This is an optimization exercise on Yosys and OpenROAD, whose aim is small area, not a production implementation.
Function was checked by simulation only, so behaviour that the tests miss may differ from the original.
No driver is modelled on the clock port, so clocking that relies on it looks cheaper here than on a real chip.
Power is estimated from default activity; no workload was simulated.

==> quartz <==
==> flow/design.v <==
`timescale 1ns / 1ps
module clk_div_disp(
    input clk,
    input rst,
    output slow_tick,
    output time_tick
    );
    reg p;
    reg [12:0] a;    
    reg [9:0] b;     
    wire a_last = ((a ^ 13'b1001010000001) & 13'b1111101111100) == 13'd0;
    wire b_last = b == 10'b1100000001;
    assign time_tick = a_last & ~p;
    assign slow_tick = b_last & ~p;
    always @(posedge clk) begin
        if (rst)
            p <= 1'b0;
        else
            p <= ~p;
        if (rst || a_last)
            a <= 13'd0;
        else
            a <= {~a[11:0], a[2] ^ a[12]};
        if (rst || b_last)
            b <= 10'd0;
        else
            b <= {~b[8:0], b[2] ^ b[9]};
    end
endmodule
`timescale 1ns / 1ps
module hexto7segment(
    input [3:0] x,
    output reg [6:0] r
    );
    always @(*)
        case(x)
            4'b0000: r = 7'b0000001;
            4'b0001: r = 7'b1001111;
            4'b0010: r = 7'b0010010;
            4'b0011: r = 7'b0000110;
            4'b0100: r = 7'b1001100;
            4'b0101: r = 7'b0100100;
            4'b0110: r = 7'b0100000;
            4'b0111: r = 7'b0001111;
            4'b1000: r = 7'b0000000;
            4'b1001: r = 7'b0000100;
            default: r = 7'b1111111;
        endcase
endmodule
`timescale 1ns / 1ps
module stopwatch(
    input clk, input rst, input en, input toggle, input reset,
    input [1:0] mode, input [7:0] sw,
    output reg [3:0] reg_d0, output reg [3:0] reg_d1,
    output reg [3:0] reg_d2, output reg [3:0] reg_d3);
    reg toggle_ff, ss, finish, idle;
    wire up  = ~mode[1];
    wire lsw = mode[0];
    wire cnt = ~ss & ~finish;
    wire m0 = up ? (reg_d0 == 4'd9) : (reg_d0 == 4'd0);
    wire m1 = up ? (reg_d1 == 4'd9) : (reg_d1 == 4'd0);
    wire m2 = up ? (reg_d2 == 4'd9) : (reg_d2 == 4'd0);
    wire m3 = up ? (reg_d3 == 4'd9) : (reg_d3 == 4'd0);
    wire last = m0 & m1 & m2 & m3;
    wire ld9  = reset & mode[1] & ~mode[0];
    wire ldsw = lsw & (up ? (reset | idle) : (~reset & idle));
    wire ld0  = reset & ~mode[1] & ~mode[0];
    wire L  = en & ss & (ld0 | ld9 | ldsw) & ~rst;
    wire G0 = en & cnt & ~last & ~rst;
    wire G1 = G0 & m0;
    wire G2 = G1 & m1;
    wire G3 = G2 & m2;
    wire K  = ~(rst | L);           
    wire N9 = L & ld9;              
    wire [3:0] s0 = m0 ? (up ? 4'd0 : 4'd9) : (up ? reg_d0 + 4'd1 : reg_d0 - 4'd1);
    wire [3:0] s1 = m1 ? (up ? 4'd0 : 4'd9) : (up ? reg_d1 + 4'd1 : reg_d1 - 4'd1);
    wire [3:0] s2 = m2 ? (up ? 4'd0 : 4'd9) : (up ? reg_d2 + 4'd1 : reg_d2 - 4'd1);
    wire [3:0] s3 = m3 ? (up ? 4'd0 : 4'd9) : (up ? reg_d3 + 4'd1 : reg_d3 - 4'd1);
    wire LS = L & ldsw;
    wire [3:0] h0 = (reg_d0 & {4{K}}) | {N9, 1'b0, 1'b0, N9};
    wire [3:0] h1 = (reg_d1 & {4{K}}) | {N9, 1'b0, 1'b0, N9};
    wire [3:0] h2 = (reg_d2 & {4{K}}) | {N9, 1'b0, 1'b0, N9} | (sw[3:0] & {4{LS}});
    wire [3:0] h3 = (reg_d3 & {4{K}}) | {N9, 1'b0, 1'b0, N9} | (sw[7:4] & {4{LS}});
    always @(posedge clk) begin
        reg_d0 <= G0 ? s0 : h0;
        reg_d1 <= G1 ? s1 : h1;
        reg_d2 <= G2 ? s2 : h2;
        reg_d3 <= G3 ? s3 : h3;
        if (rst) begin
            toggle_ff <= 1'b0; ss <= 1'b1; finish <= 1'b0; idle <= 1'b1;
        end
        else if (en) begin
            toggle_ff <= toggle;
            if (toggle_ff && !toggle) ss <= ~ss;
            if (cnt & last) finish <= 1'b1;
            else if (ss & up & (reset | (lsw & idle))) finish <= 1'b0;
            if (lsw) begin
                if (ss & reset) idle <= 1'b1;
                else if (cnt) idle <= 1'b0;
            end
        end
    end
endmodule
`timescale 1ns / 1ps
module time_fsm(
    input clk,
    input rst,
    input en,
    input reset,
    input [3:0] d0,
    input [3:0] d1,
    input [3:0] d2,
    input [3:0] d3,
    output dp,
    output [3:0] an,
    output [6:0] sseg
    );
    reg [1:0] state;
    reg [3:0] x;
    always @(*)
        case (state)
            2'b00: x = d0;
            2'b01: x = d1;
            2'b10: x = d2;
            default: x = d3;
        endcase
    hexto7segment dec (.x(x), .r(sseg));
    assign an = ~(4'b0001 << state);
    assign dp = ~(state == 2'b10);
    always @(posedge clk) begin
        if (rst || reset)
            state <= 2'b00;
        else if (en)
            state <= state + 2'b01;
    end
endmodule
`timescale 1ns / 1ps
module time_multiplex_main(
    input clk,
    input rst,
    input toggle,
    input reset,
    input [7:0] sw,
    input [1:0] mode,
    output dp,
    output [3:0] an,
    output [6:0] sseg
    );
    wire slow_tick;
    wire time_tick;
    wire [3:0] reg_d0, reg_d1, reg_d2, reg_d3;
    clk_div_disp clock (.clk(clk), .rst(rst), .slow_tick(slow_tick), .time_tick(time_tick));
    stopwatch stopwatch_a (
        .clk(clk),
        .rst(rst),
        .en(time_tick),
        .toggle(toggle),
        .reset(reset),
        .mode(mode),
        .sw(sw),
        .reg_d0(reg_d0),
        .reg_d1(reg_d1),
        .reg_d2(reg_d2),
        .reg_d3(reg_d3));
    time_fsm c6 (
        .clk(clk),
        .rst(rst),
        .en(slow_tick),
        .reset(reset),
        .d0(reg_d0),
        .d1(reg_d1),
        .d2(reg_d2),
        .d3(reg_d3),
        .dp(dp),
        .an(an),
        .sseg(sseg));
endmodule
==> flow/flow/run.sh <==
#!/bin/bash
# Own layout flow: the standard synthesis, then an area re-mapping of the
# logic between the (unchanged) flip-flops, then the standard layout steps
# with smaller port buffers and a small clock tree.
set -euo pipefail
W=$(pwd)
F=$W/flow
R=$W/orfs/results/${FLOW_PLATFORM}/time_multiplex_main/base

# 1. standard synthesis, unchanged
bash standard.sh synth > $W/1_synth_std.log 2>&1
cp $R/1_2_yosys.v $W/1_2_yosys_std.v

# 2. re-map the combinational logic for area (flip-flops untouched)
export RESYNTH_IN=$W/1_2_yosys_std.v RESYNTH_OUT=$W/1_2_yosys_rs.v
export RESYNTH_ABC=$F/area.abc RESYNTH_STAT=$W/resynth_stat.txt
export RESYNTH_DONT_USE="$(grep -oE 'sky130_fd_sc_hd__(probe\w*|lpflow\w*)' $FLOW_HOME/platforms/sky130hd/config.mk | sort -u | tr '\n' ' ')"
yosys -c $F/resynth.tcl > $W/1_resynth.log 2>&1
# the flip-flops must be exactly the standard synthesis's
diff <(grep -oE 'sky130_fd_sc_hd__df\w+ +\S+' $RESYNTH_IN | sort) \
     <(grep -oE 'sky130_fd_sc_hd__df\w+ +\S+' $RESYNTH_OUT | sort) > $W/ff_diff.txt
cp $RESYNTH_OUT $R/1_2_yosys.v
touch $R/1_2_yosys.v

# 3. the standard layout from the new netlist
export BUFFER_PORTS_ARGS="-buffer_cell sky130_fd_sc_hd__buf_1"
export CTS_ARGS="-sink_clustering_enable -repair_clock_nets -sink_clustering_size 100 -sink_clustering_max_diameter 500 -buf_list sky130_fd_sc_hd__clkbuf_8 -dont_use_dummy_load"
bash standard.sh > $W/2_layout.log 2>&1
==> flow/flow/area.abc <==
strash
&get -n
&deepsyn -T 20
&put
dch -f
amap
topo
==> flow/flow/resynth.tcl <==
# Re-map the combinational logic of the standard synthesis netlist for area.
# The flip-flops are kept as they are (same instances, names and cell type);
# only the logic between them is rebuilt by ABC.
yosys -import
set lib $::env(FLOW_HOME)/platforms/sky130hd/lib/sky130_fd_sc_hd__tt_025C_1v80.lib
set in  $::env(RESYNTH_IN)
set out $::env(RESYNTH_OUT)
set dont_use {}
foreach c $::env(RESYNTH_DONT_USE) { lappend dont_use -dont_use $c }

read_liberty -ignore_miss_func $lib
blackbox sky130_fd_sc_hd__dfxtp_1
read_verilog $in
hierarchy -top $::env(FLOW_TOP)
flatten
opt_clean -purge
# start again from the flattened logic with every library cell a black box,
# so the mapped netlist refers to plain library cells
write_verilog -noattr $out.generic.v
design -reset
read_liberty -lib $lib
read_verilog $out.generic.v
hierarchy -top $::env(FLOW_TOP)
simplemap
opt_clean -purge
abc -liberty $lib {*}$dont_use -script $::env(RESYNTH_ABC)
opt_clean -purge
hilomap -singleton -hicell sky130_fd_sc_hd__conb_1 HI -locell sky130_fd_sc_hd__conb_1 LO
insbuf -buf sky130_fd_sc_hd__buf_1 A X
splitnets
opt_clean -purge
tee -o $::env(RESYNTH_STAT) stat -liberty $lib
check -assert -mapped
write_verilog -noattr -nohex -nodec $out
==> flow/standard.sh <==
#!/bin/bash
# synth_recipe.tcl (not shown) runs the flow's synth.tcl, then flattens the netlist and writes it again
# the make line also repeats each setting of config.mk as NAME=value (left out here)
make -C /OpenROAD-flow-scripts/flow DESIGN_CONFIG=/design/flow/config.mk WORK_HOME=/design/flow/orfs CLKGATE_MAP_FILE= SYNTH_SCRIPT=/design/flow/synth_recipe.tcl "${@:-finish}"
==> flow/config.mk <==
export PLATFORM = sky130hd
export DESIGN_NAME = time_multiplex_main
export DESIGN_NICKNAME = time_multiplex_main
export VERILOG_FILES = /design/flow/design.v
export SDC_FILE = /design/flow/constraint.sdc
export NUM_CORES = 4
export LEC_CHECK = 0
export ABC_AREA = 1
export CAP_MARGIN = 20
export CORE_MARGIN = 2
export CORE_UTILIZATION = 40
export SLEW_MARGIN = 20
==> flow/constraint.sdc <==
create_clock -name core_clock -period 10.0 [get_ports {clk}]
set_input_delay 2.0000 -clock core_clock [delete_from_list [all_inputs] [get_ports {clk}]]
set_output_delay 2.0000 -clock core_clock [all_outputs]
set_load 0.01 [all_outputs]
==> delta (differences from quartz) <==
--- a/flow/flow/run.sh
+++ b/flow/flow/run.sh
@@ -13,7 +13,24 @@
 
-# 2. re-map the combinational logic for area (flip-flops untouched)
-export RESYNTH_IN=$W/1_2_yosys_std.v RESYNTH_OUT=$W/1_2_yosys_rs.v
-export RESYNTH_ABC=$F/area.abc RESYNTH_STAT=$W/resynth_stat.txt
+# 2. re-map the combinational logic for area (flip-flops untouched), with a
+# few ABC scripts side by side; keep the smallest result
+export RESYNTH_IN=$W/1_2_yosys_std.v
 export RESYNTH_DONT_USE="$(grep -oE 'sky130_fd_sc_hd__(probe\w*|lpflow\w*)' $FLOW_HOME/platforms/sky130hd/config.mk | sort -u | tr '\n' ' ')"
-yosys -c $F/resynth.tcl > $W/1_resynth.log 2>&1
+i=0
+for s in $F/area*.abc; do
+  n=$(basename $s .abc)
+  RESYNTH_OUT=$W/1_2_yosys_$n.v RESYNTH_ABC=$s RESYNTH_STAT=$W/resynth_$n.txt \
+    yosys -c $F/resynth.tcl > $W/1_resynth_$n.log 2>&1 &
+  i=$((i + 1))
+  if (( i % ${NUM_CORES:-4} == 0 )); then wait; fi
+done
+wait
+best=""; best_area=""
+for s in $F/area*.abc; do
+  n=$(basename $s .abc)
+  a=$(awk '/Chip area/ {print $NF}' $W/resynth_$n.txt 2>/dev/null || true)
+  [[ -n "$a" && -f $W/1_2_yosys_$n.v ]] || continue
+  if [[ -z "$best" ]] || awk "BEGIN {exit !($a < $best_area)}"; then best=$n; best_area=$a; fi
+done
+echo "resynth: using $best ($best_area um2)" > $W/resynth_choice.txt
+RESYNTH_OUT=$W/1_2_yosys_$best.v
 # the flip-flops must be exactly the standard synthesis's
@@ -26,3 +43,9 @@
 export BUFFER_PORTS_ARGS="-buffer_cell sky130_fd_sc_hd__buf_1"
-export CTS_ARGS="-sink_clustering_enable -repair_clock_nets -sink_clustering_size 100 -sink_clustering_max_diameter 500 -buf_list sky130_fd_sc_hd__clkbuf_8 -dont_use_dummy_load"
+# clock tree: a root buffer and a few leaf buffers, each leaf driving the
+# clock pins of one group of nearby registers (flow/clock_tree.tcl)
+export PRE_CTS_TCL=$F/clock_tree.tcl
+export OWN_CLK_ROOT=${OWN_CLK_ROOT:-sky130_fd_sc_hd__clkbuf_2}
+export OWN_CLK_LEAF=${OWN_CLK_LEAF:-sky130_fd_sc_hd__clkbuf_8}
+export OWN_CLK_LEAVES=${OWN_CLK_LEAVES:-3}
+export CTS_ARGS="-clk_nets clk -buf_list sky130_fd_sc_hd__clkbuf_8 -dont_use_dummy_load"
 bash standard.sh > $W/2_layout.log 2>&1
==> flow/flow/area1.abc (new file) <==
strash
&get -n
&deepsyn -T 20
&put
dch -f
amap
topo
==> flow/flow/area2.abc (new file) <==
strash
&get -n
&deepsyn -T 20 -S 1
&put
dch -f
amap
topo
==> flow/flow/area3.abc (new file) <==
strash
&get -n
&deepsyn -T 20
&put
dch -f -p
amap
topo
==> flow/flow/area4.abc (new file) <==
strash
dc2
dc2
&get -n
&deepsyn -T 20
&put
dch -f
amap
topo
==> flow/flow/area5.abc (new file) <==
strash
&get -n
&deepsyn -T 20
&put
dch -f
amap -F 4 -A 10
topo
==> flow/flow/area6.abc (new file) <==
strash
&get -n
&deepsyn -T 20 -S 2
&put
dch -f -p
amap
topo
==> flow/flow/area7.abc (new file) <==
strash
&get -n
&deepsyn -T 20 -S 3
&put
dch -f
amap
topo
==> flow/flow/area8.abc (new file) <==
strash
dc2
&get -n
&deepsyn -T 20 -S 4
&put
dch -f -p
amap
topo
==> flow/flow/clock_tree.tcl (new file) <==
# A two-level clock tree by hand: one root buffer at the clock port's net,
# driving k leaf buffers, each at the centre of a group of clock pins
# (groups split by position along the longer side of the sink region).
proc my_clock_tree { root_master leaf_master k } {
  set block [ord::get_db_block]
  set db [ord::get_db]
  set clknet [$block findNet clk]
  $clknet setSigType CLOCK
  set sinks {}
  foreach it [$clknet getITerms] {
    set loc [[$it getInst] getLocation]
    lappend sinks [list $it [lindex $loc 0] [lindex $loc 1]]
  }
  set xs [lmap s $sinks {lindex $s 1}]; set ys [lmap s $sinks {lindex $s 2}]
  set w [expr {[tcl::mathfunc::max {*}$xs] - [tcl::mathfunc::min {*}$xs]}]
  set h [expr {[tcl::mathfunc::max {*}$ys] - [tcl::mathfunc::min {*}$ys]}]
  set key [expr {$w >= $h ? 1 : 2}]
  set sinks [lsort -integer -index $key $sinks]
  set n [llength $sinks]
  foreach s $sinks { [lindex $s 0] disconnect }
  if { $root_master eq "none" } {
    # the leaves hang on the port's net itself
    set rootnet $clknet
  } else {
    set root [odb::dbInst_create $block [$db findMaster $root_master] clkbuf_root]
    set rootnet [odb::dbNet_create $block clknet_root]
    $rootnet setSigType CLOCK
    [$root findITerm A] connect $clknet
    [$root findITerm X] connect $rootnet
  }
  set rx 0; set ry 0
  for {set g 0} {$g < $k} {incr g} {
    set lo [expr {$g * $n / $k}]; set hi [expr {($g + 1) * $n / $k - 1}]
    set leaf [odb::dbInst_create $block [$db findMaster $leaf_master] clkbuf_leaf_$g]
    set net [odb::dbNet_create $block clknet_leaf_$g]
    $net setSigType CLOCK
    [$leaf findITerm A] connect $rootnet
    [$leaf findITerm X] connect $net
    set sx 0; set sy 0
    foreach s [lrange $sinks $lo $hi] {
      [lindex $s 0] connect $net
      set sx [expr {$sx + [lindex $s 1]}]; set sy [expr {$sy + [lindex $s 2]}]
    }
    set m [expr {$hi - $lo + 1}]
    $leaf setLocation [expr {$sx / $m}] [expr {$sy / $m}]
    $leaf setPlacementStatus PLACED
    set rx [expr {$rx + $sx / $m}]; set ry [expr {$ry + $sy / $m}]
  }
  if { $root_master ne "none" } {
    $root setLocation [expr {$rx / $k}] [expr {$ry / $k}]
    $root setPlacementStatus PLACED
  }
}

# Run as ORFS's PRE_CTS_TCL hook: build the tree here; TritonCTS, limited to
# the port net (-clk_nets clk), then finds a single sink there and leaves it.
my_clock_tree $::env(OWN_CLK_ROOT) $::env(OWN_CLK_LEAF) $::env(OWN_CLK_LEAVES)
--- a/flow/flow/resynth.tcl
+++ b/flow/flow/resynth.tcl
@@ -24,2 +24,7 @@
 simplemap
+# internal nets get private names, so that none is kept beside a port's
+# name; the ports and the registers' output nets keep theirs
+select -set keep t:sky130_fd_sc_hd__dfxtp_1 %x:+\[Q\] w:* %i
+yosys rename -hide w:* i:* o:* %u @keep %u %d
+select -clear
 opt_clean -purge
removed: flow/flow/area.abc
==> run notes <==
* Leakage at 0.000809 uW
* Design area at 0.00227 mm2
* Met3 Usage GRT at 0.0437
* Gpl congestion at 0.926
* Status: finished clean
* Core Region at 0.00501 mm2
* Clock Latency Late Sink at 290 ps
* Final wirelength at 4600 um
* Signal buffers share of area at 0.0480
That was quartz.
==> run notes <==
* Most used cell, CP: nor2_1
* Most common cell after layout, fill and taps aside: nor2_1
* Worst hold endpoint: clock.a[2]
* Leakage at 0.000806 uW
* Yosys Warn Count at 4
* Top reg by flops: clock.a
* Setup Fix Bufs, Post-CTS at 0
* Final wirelength at 4540 um
* Met3 Usage GRT at 0.00937
* Vias/cell at 5.28
* Gpl congestion at 0.867
* Biggest consumer: registers
* Gate Count Post-Synth at 270
* Status: finished clean
* Most used routing layer: met2
That was delta.

[static timing again, ports no longer ideal]
No port has a modelled driver above. Below, the same layouts with a new extraction and two added sets of constraints.
Step 1: set_driving_cell puts a clkbuf_16 on clk and a buf_2 on each other input, an assumption about the parent block.
Step 2 moves the port delays by t, midway between the first and last clock arrival at a register: inputs arrive t later, outputs are due t later. That takes back most of the time a late clock gives input paths.
Slacks: ideal ports / drivers / drivers and shift; pairs: ideal ports / drivers.
run	t, ns	slack for setup (ns)	worst setup path after step 2	pins driven straight from the clock port
quartz	0.311	5.317 / 5.292 / 5.010	input to register	1
delta	0.368	4.978 / 4.976 / 4.608	input to register	1
After both steps every run listed still meets setup and hold. The setup slack of delta, which loses most, moves by -0.002 ns with the drivers and by -0.370 ns with both steps.
